Background: an optimization exercise with open tools, aiming at small area and a short achievable clock period. Do not read the settings as production practice. No run shown here included a check of the RTL's function; only the layout flow was run. Power figures rest on the tool's default switching activity, not on a simulated workload.

`flow/run.sh`:
```
#!/bin/bash
# synth_recipe.tcl (not shown) runs the flow's synth.tcl, then flattens the netlist and writes it again
# the make line also repeats each setting of config.mk as NAME=value (left out here)
make -C /OpenROAD-flow-scripts/flow DESIGN_CONFIG=/design/flow/config.mk WORK_HOME=/design/flow/orfs CLKGATE_MAP_FILE= SYNTH_SCRIPT=/design/flow/synth_recipe.tcl finish
```
`flow/constraint.sdc`:
```
create_clock -name core_clock -period 6.0 [get_ports {clk}]
set_input_delay 1.2000 -clock core_clock [delete_from_list [all_inputs] [get_ports {clk}]]
set_output_delay 1.2000 -clock core_clock [all_outputs]
set_load 0.01 [all_outputs]
```
`flow/design.v`:
```
module unidade_de_controle_ULA(
	input  wire [4:0] opula,
	output reg        arith,     
	output reg        sub,       
	output reg  [1:0] xsel,      
	output reg        cin,
	output reg        ovf_inc,   
	output reg        ovf_dec,   
	output reg        shl,
	output reg        shr,
	output reg        logic_op,
	output reg  [3:0] lut,       
	output reg        nop        
);
always @(*) begin
	arith = 1'b0; sub = 1'b0; xsel = 2'd0; cin = 1'b0;
	ovf_inc = 1'b0; ovf_dec = 1'b0; shl = 1'b0; shr = 1'b0;
	logic_op = 1'b0; lut = 4'b0000; nop = 1'b0;
	case (opula)
		5'd0, 5'd8, 5'd12, 5'd22: begin arith = 1'b1; end
		5'd1:  begin arith = 1'b1; cin = 1'b1; end
		5'd2:  begin arith = 1'b1; xsel = 2'd2; cin = 1'b1; ovf_inc = 1'b1; end
		5'd3:  begin arith = 1'b1; sub = 1'b1; xsel = 2'd1; end
		5'd4:  begin arith = 1'b1; sub = 1'b1; xsel = 2'd1; cin = 1'b1; end
		5'd5:  begin arith = 1'b1; sub = 1'b1; xsel = 2'd3; ovf_dec = 1'b1; end
		5'd6:  shl = 1'b1;
		5'd7:  shr = 1'b1;
		5'd9:  begin logic_op = 1'b1; lut = 4'b1000; end  
		5'd10: begin logic_op = 1'b1; lut = 4'b0010; end  
		5'd11: begin logic_op = 1'b1; lut = 4'b0100; end  
		5'd13, 5'd15: begin logic_op = 1'b1; lut = 4'b1110; end  
		5'd14: begin logic_op = 1'b1; lut = 4'b0110; end  
		5'd16: begin logic_op = 1'b1; lut = 4'b0111; end  
		5'd17: begin logic_op = 1'b1; lut = 4'b1001; end  
		5'd18: begin logic_op = 1'b1; lut = 4'b0011; end  
		5'd19: begin logic_op = 1'b1; lut = 4'b1011; end  
		5'd20: begin logic_op = 1'b1; lut = 4'b1101; end  
		5'd21: begin logic_op = 1'b1; lut = 4'b0001; end  
		default: nop = 1'b1;
	endcase
end
endmodule
module extensor_de_sinal(In, Out);
input wire [15:0] In;
output wire [31:0] Out;
assign Out = {{16{In[15]}}, In};
endmodule
module detector_de_flags(
	input  wire arith,
	input  wire sub,
	input  wire ovf_inc,
	input  wire ovf_dec,
	input  wire a,
	input  wire b,
	input  wire r,
	output wire overflow
);
assign overflow = arith & (
	(~sub & ~a & ~b &  r) | (~sub & a &  b & ~r) |
	( sub & ~a &  b &  r) | ( sub & a & ~b & ~r) |
	(ovf_inc & ~a & r) | (ovf_dec & a & ~r));
endmodule
module banco_de_registradores(
	input  wire        clk,
	input  wire        rst,
	input  wire [3:0]  read_a,
	input  wire [3:0]  read_b,
	input  wire [3:0]  write_addr,
	input  wire        read_en,
	input  wire        write_en,
	input  wire [31:0] write_data,
	output reg  [31:0] out_a,
	output reg  [31:0] out_b
);
wire [31:0] wd = rst ? 32'd0 : write_data;
wire [511:0] regs;
genvar i;
generate
	for (i = 0; i < 16; i = i + 1) begin : g_reg
		reg [31:0] q;
		wire en = rst | (write_en & (write_addr == i));
		always @(posedge clk)
			if (en) q <= (i == 1) ? {wd[31:1], wd[0] | rst} : wd;
		assign regs[32*i +: 32] = q;
	end
endgenerate
reg [31:0] ma, mb;
integer k;
always @(*) begin
	ma = 32'd0;
	mb = 32'd0;
	for (k = 0; k < 16; k = k + 1) begin
		ma = ma | ({32{~rst & (read_a == k)}} & regs[32*k +: 32]);
		mb = mb | ({32{~rst & (read_b == k)}} & regs[32*k +: 32]);
	end
end
always @(posedge clk)
	if (rst | read_en) begin
		out_a <= ma;
		out_b <= mb;
	end
endmodule
module ula_32_bits(
	input  wire        clk,
	input  wire        rst,
	input  wire        en,
	input  wire        arith,
	input  wire        sub,
	input  wire [1:0]  xsel,
	input  wire        cin,
	input  wire        ovf_inc,
	input  wire        ovf_dec,
	input  wire        shl,
	input  wire        shr,
	input  wire        logic_op,
	input  wire [3:0]  lut,
	input  wire        nop,
	input  wire [31:0] a,
	input  wire [31:0] b,
	output reg  [31:0] result,
	output reg         flag_zero,
	output reg         flag_carry,
	output reg         flag_sign,
	output reg         flag_overflow,
	output reg         ready
);
reg [31:0] x;
always @(*) begin
	case (xsel)
		2'd0: x = b;
		2'd1: x = ~b;
		2'd2: x = 32'd0;
		default: x = 32'hFFFFFFFF;
	endcase
end
wire [33:0] s_full = {1'b0, a, cin} + {1'b0, x, cin};
wire [31:0] sum  = s_full[32:1];
wire        cout = s_full[33];
wire [31:0] p = a ^ x;
wire [31:0] t = {a[30:0] | x[30:0], cin};
wire        sum_zero = ~|(p ^ t);
wire        big = |b[31:5];
function [31:0] rev(input [31:0] v);
	integer n;
	for (n = 0; n < 32; n = n + 1) rev[n] = v[31-n];
endfunction
wire [31:0] sh_in  = shl ? rev(a) : a;
wire [31:0] sh_out = sh_in >> b[4:0];
wire [31:0] lg = ({32{lut[3]}} &  a &  b) | ({32{lut[2]}} &  a & ~b) |
                 ({32{lut[1]}} & ~a &  b) | ({32{lut[0]}} & ~a & ~b);
wire        sh_ok = ~big & ~rst;
wire [31:0] r_new = ({32{arith & ~rst}} & sum) |
                    ({32{shr & sh_ok}} & sh_out) |
                    ({32{shl & sh_ok}} & rev(sh_out)) |
                    ({32{logic_op & ~rst}} & lg);
wire z_new = nop ? ~|result :
             arith ? sum_zero :
             logic_op ? ~|lg :
             (big | ~|sh_out);
wire ovf;
detector_de_flags U1 (.arith(arith), .sub(sub), .ovf_inc(ovf_inc), .ovf_dec(ovf_dec),
	.a(a[31]), .b(b[31]), .r(sum[31]), .overflow(ovf));
always @(posedge clk) begin
	if (rst | (en & ~nop))
		result <= r_new;
	if (rst | en) begin
		flag_zero     <= ~rst & z_new;
		flag_overflow <= ~rst & ovf;
	end
	if (rst | (en & arith)) begin
		flag_carry <= ~rst & (cout ^ sub);
		flag_sign  <= ~rst & sum[31];
	end
	ready <= ~rst & en;
end
endmodule
module pbl2_datapath(
	input wire        clk,
	input wire        rst,
	input wire [3:0]  rf_read_a,
	input wire [3:0]  rf_read_b,
	input wire [3:0]  rf_write_addr,
	input wire        rf_read_en,
	input wire        rf_write_en,
	input wire        wb_from_mem,
	input wire [31:0] mem_data,
	input wire [4:0]  opula,
	input wire        alu_src_imm,
	input wire [15:0] imm,
	input wire        alu_en,
	output wire [31:0] alu_result,
	output wire       flag_zero,
	output wire       flag_carry,
	output wire       flag_sign,
	output wire       flag_overflow,
	output wire       alu_ready,
	output wire [31:0] rf_out_a,
	output wire [31:0] rf_out_b
);
wire        arith, sub, cin, ovf_inc, ovf_dec, shl, shr, logic_op, nop;
wire [1:0]  xsel;
wire [3:0]  lut;
wire [31:0] imm_ext;
unidade_de_controle_ULA UNIDADE_CONTR_ULA (.opula(opula), .arith(arith), .sub(sub),
	.xsel(xsel), .cin(cin), .ovf_inc(ovf_inc), .ovf_dec(ovf_dec), .shl(shl), .shr(shr),
	.logic_op(logic_op), .lut(lut), .nop(nop));
extensor_de_sinal EXTENSOR_DE_SINAL (imm, imm_ext);
wire [31:0] alu_b = alu_src_imm ? imm_ext : rf_out_b;
wire [31:0] wdata = wb_from_mem ? mem_data : alu_result;
banco_de_registradores BANCO_DE_REGISTRADORES (.clk(clk), .rst(rst),
	.read_a(rf_read_a), .read_b(rf_read_b), .write_addr(rf_write_addr),
	.read_en(rf_read_en), .write_en(rf_write_en), .write_data(wdata),
	.out_a(rf_out_a), .out_b(rf_out_b));
ula_32_bits ULA (.clk(clk), .rst(rst), .en(alu_en), .arith(arith), .sub(sub),
	.xsel(xsel), .cin(cin), .ovf_inc(ovf_inc), .ovf_dec(ovf_dec), .shl(shl), .shr(shr),
	.logic_op(logic_op), .lut(lut), .nop(nop), .a(rf_out_a), .b(alu_b),
	.result(alu_result), .flag_zero(flag_zero), .flag_carry(flag_carry),
	.flag_sign(flag_sign), .flag_overflow(flag_overflow), .ready(alu_ready));
endmodule
```
`flow/config.mk`:
```
export PLATFORM = sky130hd
export DESIGN_NAME = pbl2_datapath
export DESIGN_NICKNAME = pbl2_datapath
export VERILOG_FILES = /design/flow/design.v
export SDC_FILE = /design/flow/constraint.sdc
export NUM_CORES = 4
export LEC_CHECK = 0
export CAP_MARGIN = 20
export CORE_MARGIN = 2
export CORE_UTILIZATION = 40
export SLEW_MARGIN = 20
```
==> metrics.yaml, run 1 <==
timing:
  min_period_ns: 5.458
  tns_ns: 0
  min_period_over_period: 0.9097
  drv_slew: 0
  worst_pin_slew_ns: 1.256
  fmaxAchievable_mhz: 183.2
  max_slew_margin: 0.1578
  hold_viol_final: 0
  finalWorstSetupSlack_ns: 0.5416
  finalSetupViolations: 0
  rsz0062_at_grt: "no"
  fin_skew_ns: 0.03626
cts:
  cts_made_buffers: 67
  clockBufferDepth: 3
  cts-root-buf: "clkbuf_16"
  cts_sinks: 613
  cts.repair.resized: 0
  cts_hold_buf: 0
  cts_tree: "done"
  post-cts-setup-buffers: 0
  cts_max_level: 3
  worstSkewPairLatency_ns: 0.63
  path_clk_slew_ns: 0.07
routing:
  wl_per_cell_um: 38.39
  drt-pass1-iter-count: 10
  num_vias: 27510
  viasPerCell: 6.999
  wl_um: 150900
  drc_errors: 0
  drt-initial-drc-count: 4429
  drtAntennaViolNets: 0
power_and_ir_drop:
  fin_total_pwr_mw: 12.53
  switching_power_mw: 3.960
  power_frac_seq: 0.447
  vdd_drop_max_mv: 0.2035
  combPwrFrac: 0.212
  clockPowerShare: 0.341
  p_leak_nw: 14.28
  switching_share: 0.3160
  p_per_area_nw_per_um2: 323.8
  p_int_mw: 8.570
synth:
  yosysMostFrequentCell: "edfxtp_1"
  ys_warn_count: 3
  synth_top_area_frac: 0.5652
  ys_types: 84
  synth_adder_area_share: 0.02717
  syn_avg_cell_area_um2: 12.49
  ys.flop_type: "edfxtp_1"
  yosys.area.top_type: "edfxtp_1"
  synth.top_cells.by_count: "edfxtp_1, nand2_1, a221oi_1"
  ys_async_sr_fraction: 0
  synth.ff_latch_count: 613
  synth-edff-count: 612
  syn_nets: 2746
  seq_area_frac_synth: 0.5658
  synth_top_family_by_area: "compound AO/OA/AOI/OAI gates"
  synthMuxAreaShare: 0.07081
  synth_xor_xnor_area_share: 0.02397
  syn_area_um2: 32510
  ys_top_cells_by_area: "edfxtp_1, a221oi_1, mux2i_1, a22o_1, ha_1"
  synth-simple-area-share: 0.08543
  postSynthCellCount: 2604
  synth_compound_area_frac: 0.1923
critical_path:
  start_kind: "primary input"
  critPathRequiredTime_ns: 6.37
  worstPathArrival_ns: 5.83
  crit_path_max_fanout: 17
  crit_path_end_kind: "register"
  path_buf_inv: 5
  slowest_delay_ns: 0.49
  critPathKind: "primary input to register"
  crit_family: "compound AO/OA/AOI/OAI gates"
  slowest_stage: "clkdlybuf4s50_1"
  worstPathCellList: "clkdlybuf4s50_1 > buf_4 > ha_1 > and2_1 > o21ai_2 > buf_4 > buf_4 > nand2_1 > xor2_1 > inv_1 > ha_1 > a21o_1 > a21o_1 > a21oi_1 > o31a_1 > a21boi_0 > o31ai_1 > a21o_1 > a31o_1 > a221oi_2 > mux2_1"
cells_and_area:
  instances_no_fill: 3930
  nNetsFinal: 2956
  syn2layout_area_growth_pct: 19.01
  layout-drive-gt1-share: 0.1347
run:
  max-cap-violations: 0
floorplan:
  dieWidth_um: 289.1
  ios: 173
  core_area_um2: 80550
  rows: 104
  die_h_um: 289.1
  start_util: 0.4037
  die-area_um2: 83580
min_path:
  hold_class: "register to register"
place:
  place_ws_ns: 0.02229
  hpwl_um: 99980
  routabilityCongestion: 1.038
  dp_cells: 3805
  numPortBuffers: 172
global_routing:
  antenna_found_initial: 6
  gr-total-overflow: 0
  grt_max_degree: 65
  grt_pass1_wl_um: 207000
  grt_pass1_vias: 26680
  groute.usage.overall: 0.3549
status:
  status: "no timing/DRC/antenna violations"
through the flow:
stage	instance area, µm²	utilization	hold WS [ns]
after detailed placement	36450	0.4526	0.5448
after global routing	38680	0.4803	0.5988
after CTS	38670	0.4801	0.5686
after floorplan	32510	-	0.5201
after global placement	36420	0.4522	0.5512
final	38690	0.4804	0.5721
sequential cells by signal (all words and copies together), names as in the netlist:
signal                        flops
ULA.ready                         1
ULA.flag_carry                    1
BANCO_DE_REGISTRADORES.out_b     32
BANCO_DE_REGISTRADORES.g.q      512
BANCO_DE_REGISTRADORES.out_a     32
ULA.result                       32
ULA.flag_zero                     1
ULA.flag_overflow                 1
ULA.flag_sign                     1
cell type report:
| class | count | area (µm²) |
|---|---|---|
| Multi-Input combinational cell | 1710 | 13420 |
| Clock inverter | 39 | 465.4 |
| Antenna cell | 4 | 10.01 |
| Sequential cell | 613 | 18400 |
| Fill cell | 7086 | 41850 |
| Timing Repair Buffer | 337 | 2998 |
| Inverter | 85 | 319.1 |
| Tap cell | 1060 | 1326 |
| Clock buffer | 82 | 1754 |
per-layer routing:
layer  vias to the layer above  share of wire  global-route usage
li1                      11040              -                   -
met1                     13600           0.37              0.4538
met2                      2348           0.45              0.5478
met3                       516           0.12             0.09370
met4                         2          0.064              0.1994
met5                         -       0.000086            0.003977
cell families after synthesis:
kind of cell             after synthesis
AND/OR/NAND/NOR                      580
buffers and inverters                281
adder cells (fa/ha/maj)               70
multiplexers                         189
AO/OA/AOI/OAI                        782
flip-flops                           613
XOR/XNOR                              89
power by group through the flow:
stage          clock (mW)  combinational (mW)  sequential [mW]
3_3_place_gp            0                2.59             5.66
4_1_cts              4.27                2.58             5.58
3_5_place_dp            0                2.57             5.67
5_1_grt              4.43                2.77             5.62
6_report             4.27                2.66             5.60
2_1_floorplan           0                1.33             5.50
final timing paths:
check	start	to	slack, ns	cells after the start
max reg2reg	BANCO_DE_REGISTRADORES.out_b[1]	ULA.result[26]	1.71	9
max	opula[0]	ULA.flag_carry	0.54	21
min reg2reg	BANCO_DE_REGISTRADORES.g_reg[8].q[11]	BANCO_DE_REGISTRADORES.out_b[11]	0.57	1
min	BANCO_DE_REGISTRADORES.g_reg[8].q[11]	BANCO_DE_REGISTRADORES.out_b[11]	0.57	1
cell usage in the layout, fill, tap and decap left out, drive strengths merged, types with 13 or more instances in the layout:
cell           count
a21o              68
a21oi             53
a221oi           176
a222oi            60
a22o             148
a22oi             77
and3              13
buf              169
clkbuf            82
clkdlybuf4s50    168
clkinv            22
edfxtp           612
ha                69
inv               92
mux2              17
mux2i            143
mux4              29
nand2            197
nand3             54
nand4             80
nor2             127
nor3              14
nor4              29
o21ai             72
o221ai            36
or3               19
xnor2             14
xor2              75
worst reg2reg max path: stages (launching register included):
cell	delay [ns]
edfxtp_1	0.47
mux2i_4	0.69
buf_4	0.31
mux4_2	0.52
mux2i_1	0.28
nor2_1	0.08
o32ai_1	0.31
a31oi_1	0.24
a222oi_1	0.95
o21ai_1	0.17
==> inputs of run 2 (changes only) <==
--- a/flow/config.mk
+++ b/flow/config.mk
@@ -8,4 +8,5 @@
 export CAP_MARGIN = 20
 export CORE_MARGIN = 2
 export CORE_UTILIZATION = 40
+export SETUP_SLACK_MARGIN = 2
 export SLEW_MARGIN = 20
==> metrics.yaml, run 2 <==
routing:
  drt-pass1-iter-count: 8
  num_vias: 28130
  wl_per_cell_um: 38.26
  wl_um: 152900
  drtAntennaViolNets: 0
  drc_errors: 0
  drt-initial-drc-count: 4501
  viasPerCell: 7.039
synth:
  seq_area_frac_synth: 0.5658
  syn_nets: 2746
  synth-edff-count: 612
  ys_warn_count: 3
  yosys.area.top_type: "edfxtp_1"
  ys_top_cells_by_area: "edfxtp_1, a221oi_1, mux2i_1, a22o_1, ha_1"
  ys.flop_type: "edfxtp_1"
  synth_top_area_frac: 0.5652
  syn_area_um2: 32510
  synth.top_cells.by_count: "edfxtp_1, nand2_1, a221oi_1"
  postSynthCellCount: 2604
  syn_avg_cell_area_um2: 12.49
  ys_types: 84
  yosysMostFrequentCell: "edfxtp_1"
  synth.ff_latch_count: 613
  ys_async_sr_fraction: 0
cts:
  cts-root-buf: "clkbuf_16"
  cts_hold_buf: 0
  path_clk_slew_ns: 0.07
  worstSkewPairLatency_ns: 0.64
  cts_tree: "done"
  cts_made_buffers: 66
  cts_sinks: 613
  cts_max_level: 3
  clockBufferDepth: 3
critical_path:
  crit_path_end_kind: "register"
  worstPathArrival_ns: 4.82
  critPathRequiredTime_ns: 6.36
  start_kind: "primary input"
  crit_path_max_fanout: 6
  r2r_cells: 12
  critPathKind: "primary input to register"
place:
  placed_area_um2: 36460
  hpwl_um: 99260
  routabilityCongestion: 0.9880
  dp_cells: 3787
  numPortBuffers: 172
status:
  status: "no timing/DRC/antenna violations"
global_routing:
  groute.usage.overall: 0.3569
  gr-total-overflow: 0
  grt_pass1_vias: 26850
  grt_pass1_wl_um: 208100
  grt_max_degree: 65
  antenna_found_initial: 9
power_and_ir_drop:
  p_leak_nw: 14.89
  p_per_area_nw_per_um2: 311.5
  vdd_drop_max_mv: 0.1996
timing:
  min_period_over_period: 0.7433
  hold_viol_final: 0
  finalSetupViolations: 0
  tns_ns: 0
  fmaxAchievable_mhz: 224.2
  fin_skew_ns: 0.03093
  max_slew_margin: 0.2233
  min_period_ns: 4.460
  drv_slew: 0
  worst_pin_slew_ns: 1.133
  rsz0062_at_grt: "yes"
cells_and_area:
  fillers: 6887
  nNetsFinal: 3025
  largest-register: "BANCO_DE_REGISTRADORES.g.q"
  syn2layout_area_growth_pct: 25.06
  final_cell_mix: "edfxtp_1, buf_4, nand2_1"
  mostFrequentLayoutCell: "edfxtp_1"
  final_area_um2: 40660
  largest_reg_flops: 512
  layout-drive-gt1-share: 0.2151
  instances_no_fill: 3997
floorplan:
  start_util: 0.4037
  die_h_um: 289.1
  dieWidth_um: 289.1
  ios: 173
  die-area_um2: 83580
  core_area_um2: 80550
  rows: 104
run:
  max-cap-violations: 0
min_path:
  hold_class: "register to register"
  whs_path_depth: 2
-- run 2: cell types whose count changed in the layout (fill, tap and decap cells not counted), moves of 14 or more --
cell / before / now
buf_4: 161 / 199
ha_1: 69 / 37
xor2_1: 75 / 45
ha_4: 0 / 27
xor2_2: 0 / 25
nand2_1: 194 / 176
buf_6: 0 / 17
a21oi_1: 52 / 36
nand2_2: 2 / 18
inv_1: 83 / 68
o21ai_0: 53 / 39
-- run 2: final timing paths --
kind,end,startpoint,slack (ns)
worst max-delay path,ULA.flag_carry,opula[0],1.54
worst min-delay path,BANCO_DE_REGISTRADORES.out_b[12],BANCO_DE_REGISTRADORES.g_reg[2].q[12],0.60
worst min register to register,BANCO_DE_REGISTRADORES.out_b[12],BANCO_DE_REGISTRADORES.g_reg[2].q[12],0.60
worst max register to register,ULA.flag_carry,BANCO_DE_REGISTRADORES.out_a[5],1.99
-- run 2: logic make-up (layout without fill, tap and decap cells) --
group / count (synthesis) / count (layout) / synth area share
adder cells (fa/ha/maj): 70 / 70 / 0.02717
multiplexers: 189 / 189 / 0.07081
AO/OA/AOI/OAI: 782 / 782 / 0.1923
flip-flops: 613 / 613 / 0.5658
other: 0 / 4 / 0
buffers and inverters: 281 / 609 / 0.03448
AND/OR/NAND/NOR: 580 / 581 / 0.08543
XOR/XNOR: 89 / 89 / 0.02397
-- run 2: final cells by class --
cell class	instances	area (µm²)	share of cell area
antenna	4	10.01	0.0002462
multi-input combinational	1711	14700	0.3616
tap	1060	1326	0.03262
sequential	613	18400	0.4525
timing repair buffer	406	3827	0.09413
clock buffer	83	1737	0.04271
clock inverter	35	331.6	0.008155
inverter	85	329.1	0.008093
-- run 2: worst max-delay path, stage by stage --
cell,delay (ns)
buf_12,0.10
inv_6,0.03
ha_4,0.14
nor2b_4,0.13
o21ai_4,0.20
buf_6,0.13
buf_12,0.13
buf_12,0.11
buf_16,0.11
nand2_2,0.06
xor2_2,0.19
inv_1,0.10
ha_4,0.25
a21o_1,0.19
a21oi_2,0.14
o21a_1,0.17
o2111a_2,0.27
o31ai_4,0.10
a21o_1,0.19
a31o_1,0.24
a221oi_2,0.26
mux2_1,0.34
-- run 2: where the power goes --
part,switching (mW),internal [mW]
combinational,1.90,1.20
clock,1.80,2.18
sequential,0.388,5.19
-- run 2: stage by stage --
| step | power (mW) | hold WS [ns] | util | setup slack [ns] |
|---|---|---|---|---|
| after global routing | 12.97 | 0.5996 | 0.5047 | 1.382 |
| after CTS | 12.36 | 0.5863 | 0.4933 | 1.597 |
| after detailed placement | 8.224 | 0.5670 | 0.4526 | 0.1587 |
| after global placement | 8.227 | 0.5766 | 0.4521 | 0.1715 |
| final | 12.67 | 0.5970 | 0.5048 | 1.540 |
| after floorplan | 6.878 | 0.5201 | - | 1.021 |
-- run 2: layer usage --
metal  wire length [µm]  part of all wire  global-route usage
met1              54790              0.36              0.4437
met2              67530              0.44              0.5528
met3              18420              0.12             0.08843
met4              12160             0.080              0.2384
met5                 40           0.00026                   0
-- run 2: what timing repair did --
action                                  CTS  global route
gates cloned                              6             1
pin swaps                                52            73
resized for setup                       158           123
buffers inserted                         47            34
endpoints found under the setup margin   36            30
==> inputs of run 3 (changes only) <==
--- a/flow/config.mk
+++ b/flow/config.mk
@@ -8,5 +8,5 @@
 export CAP_MARGIN = 20
 export CORE_MARGIN = 2
 export CORE_UTILIZATION = 40
-export SETUP_SLACK_MARGIN = 2
+export SETUP_SLACK_MARGIN = 3
 export SLEW_MARGIN = 20
==> metrics.yaml, run 3 <==
global_routing:
  groute.usage.overall: 0.3694
  antenna_found_initial: 9
  grt_max_degree: 65
  gr-total-overflow: 0
  grt_pass1_vias: 26640
  grt_pass1_wl_um: 213900
synth:
  yosys.area.top_type: "edfxtp_1"
  synth.ff_latch_count: 613
  postSynthCellCount: 2604
  ys_warn_count: 3
  ys.flop_type: "edfxtp_1"
  synth_compound_area_frac: 0.1923
  synth-edff-count: 612
  synthMuxAreaShare: 0.07081
  syn_nets: 2746
  synth_top_area_frac: 0.5652
  synth_top_family_by_area: "compound AO/OA/AOI/OAI gates"
  seq_area_frac_synth: 0.5658
  ys_async_sr_fraction: 0
  ys_types: 84
  synth_xor_xnor_area_share: 0.02397
  syn_area_um2: 32510
  synth_adder_area_share: 0.02717
  synth-simple-area-share: 0.08543
  ys_top_cells_by_area: "edfxtp_1, a221oi_1, mux2i_1, a22o_1, ha_1"
  yosysMostFrequentCell: "edfxtp_1"
  synth.top_cells.by_count: "edfxtp_1, nand2_1, a221oi_1"
  syn_avg_cell_area_um2: 12.49
timing:
  min_period_ns: 4.544
  drv_slew: 0
  fmaxAchievable_mhz: 220.1
  rsz0062_at_grt: "yes"
  min_period_over_period: 0.7573
  worst_pin_slew_ns: 1.009
  max_slew_margin: 0.3079
  finalSetupViolations: 0
  hold_viol_final: 0
  tns_ns: 0
  fin_skew_ns: 0.02820
critical_path:
  critPathRequiredTime_ns: 6.38
  slowest_delay_ns: 0.42
  start_kind: "primary input"
  crit_family: "compound AO/OA/AOI/OAI gates"
  crit_path_end_kind: "register"
  r2r_start: "BANCO_DE_REGISTRADORES.out_b[5]"
  path_buf_inv: 6
  slowest_stage: "or3b_4"
  cp-startpoint: "opula[0]"
  critPathKind: "primary input to register"
  worstPathCellList: "buf_8 > buf_6 > ha_4 > and2_4 > o21ai_4 > buf_12 > buf_16 > nand2_4 > xor2_2 > buf_4 > ha_4 > a21o_1 > a21o_1 > a221o_1 > a21oi_2 > a311oi_2 > or3b_4 > o31ai_4 > mux2i_1 > a211oi_2 > buf_4 > mux2i_1"
  crit_path_max_fanout: 4
  worstPathArrival_ns: 4.92
routing:
  top_layer_used: "met5"
  drt-initial-drc-count: 4449
  wl_met2_um: 70150
  wl_met3_um: 20190
  drc_errors: 0
  wl_per_cell_um: 38.57
  drt-met1-wl_um: 55780
  drt-pass1-iter-count: 10
  drtAntennaViolNets: 0
  wl_um: 158300
  viasPerCell: 6.950
  num_vias: 28520
power_and_ir_drop:
  vdd_drop_max_mv: 0.2153
  p_leak_nw: 15.70
  power_frac_seq: 0.422
  combPwrFrac: 0.264
  fin_total_pwr_mw: 12.96
  clockPowerShare: 0.314
  switching_power_mw: 4.204
  p_per_area_nw_per_um2: 307.1
  p_int_mw: 8.759
  switching_share: 0.3243
cells_and_area:
  nNetsFinal: 3129
  mostFrequentLayoutCell: "edfxtp_1"
  layout-drive-gt1-share: 0.2583
  final_core_util: 0.5240
  final_cell_mix: "edfxtp_1, buf_4, a221oi_1"
  largest_reg_flops: 512
  syn2layout_area_growth_pct: 29.81
  largest-register: "BANCO_DE_REGISTRADORES.g.q"
floorplan:
  ios: 173
  die_h_um: 289.1
  rows: 104
  start_util: 0.4037
  dieWidth_um: 289.1
  core_area_um2: 80550
  die-area_um2: 83580
cts:
  cts_hold_buf: 0
  cts_sinks: 613
  cts_max_level: 3
  cts_tree: "done"
  path_clk_slew_ns: 0.06
  worstSkewPairLatency_ns: 0.63
  cts-root-buf: "clkbuf_16"
  clockBufferDepth: 3
  cts_made_buffers: 66
run:
  max-cap-violations: 0
place:
  numPortBuffers: 172
  hpwl_um: 101000
  routabilityCongestion: 1.004
min_path:
  hold_class: "register to register"
  min-delay-start: "BANCO_DE_REGISTRADORES.g_reg[0].q[10]"
status:
  status: "no timing/DRC/antenna violations"
[run 3: cell counts after synthesis]
No cell type changed its count.
[run 3: cell type report]
type | instances | area (µm²)
tap | 1060 | 1326
inverter | 85 | 321.6
timing repair buffer | 507 | 5102
antenna | 8 | 20.02
fill | 6773 | 38340
multi-input combinational | 1714 | 14890
clock inverter | 41 | 462.9
sequential | 613 | 18400
clock buffer | 75 | 1685
[run 3: timing repair]
item,CTS,global route
gates cloned,10,1
hold endpoints to repair,0,0
pin swaps,60,49
gates resized for setup,247,169
setup buffers,138,27
endpoints found under the setup margin,245,189
[run 3: power by group through the flow]
stage	Clock (mW)	Combinational (mW)	Sequential, mW
finish	4.07	3.42	5.47
global route	4.24	3.53	5.50
CTS	4.08	3.12	5.46
detailed placement	0	2.61	5.66
global placement	0	2.62	5.65
floorplan	0	1.40	5.50
[run 3: per-stage QoR]
step	worst slack [ns]	area [µm²]	cells	hold WS (ns)
2_1_floorplan	1.021	32980	2604	0.5201
3_3_place_gp	0.1370	36550	3802	0.5548
3_5_place_dp	0.09858	36560	3803	0.5621
4_1_cts	1.525	41170	4067	0.5864
5_1_grt	1.348	42190	4095	0.6146
6_report	1.456	42210	4103	0.5898
[run 3: cell families after synthesis]
kind of cell / Yosys count
muxes: 189
buffers and inverters: 281
adders and majority gates: 70
and+or+nand+nor: 580
DFF: 613
AOI/OAI and AO/OA: 782
xor gates and xnor gates: 89
[run 3: metal layers]
metal,track usage,vias to the layer above
met4,0.2103,6
li1,-,11370
met3,0.09882,637
met5,0,-
met2,0.5784,2524
met1,0.4636,13980
[run 3: worst paths after layout]
kind              slack [ns]  cells past startpoint                                to
setup / recovery        1.46                     22                 ULA.flag_overflow
hold reg to reg         0.59                      1  BANCO_DE_REGISTRADORES.out_b[10]
hold / removal          0.59                      1  BANCO_DE_REGISTRADORES.out_b[10]
setup reg to reg        2.04                     15                    ULA.flag_carry

[afterwards: timing with drivers on the ports]
Ports are ideal in the flow. The routed layouts listed here were re-timed in OpenROAD.
Step 1 assumes that a clkbuf_16 drives the clock port and a buf_2 every other input.
Step 2 also shifts input and output timing later by t, the mid clock arrival at the registers, as if the neighbouring blocks saw the same clock.
Slacks: no drivers / after step 1 / after step 2; pairs: no drivers / after step 1.
run	shift t [ns]	setup WS [ns]	worst hold slack (ns)	worst register clock-pin slew, ns
run 1	0.684	0.542 / 0.581 / -0.103	0.572 / 0.572 / 0.572	0.07 / 0.07
run 2	0.688	1.540 / 1.541 / 0.853	0.597 / 0.597 / 0.597	0.07 / 0.07
run 3	0.685	1.456 / 1.479 / 0.794	0.590 / 0.590 / 0.590	0.07 / 0.07
Met with ideal ports but missed after step 2: setup timing in run 1. The setup slack of run 2, which loses most, moves by +0.001 ns with the drivers and by -0.687 ns with both steps.
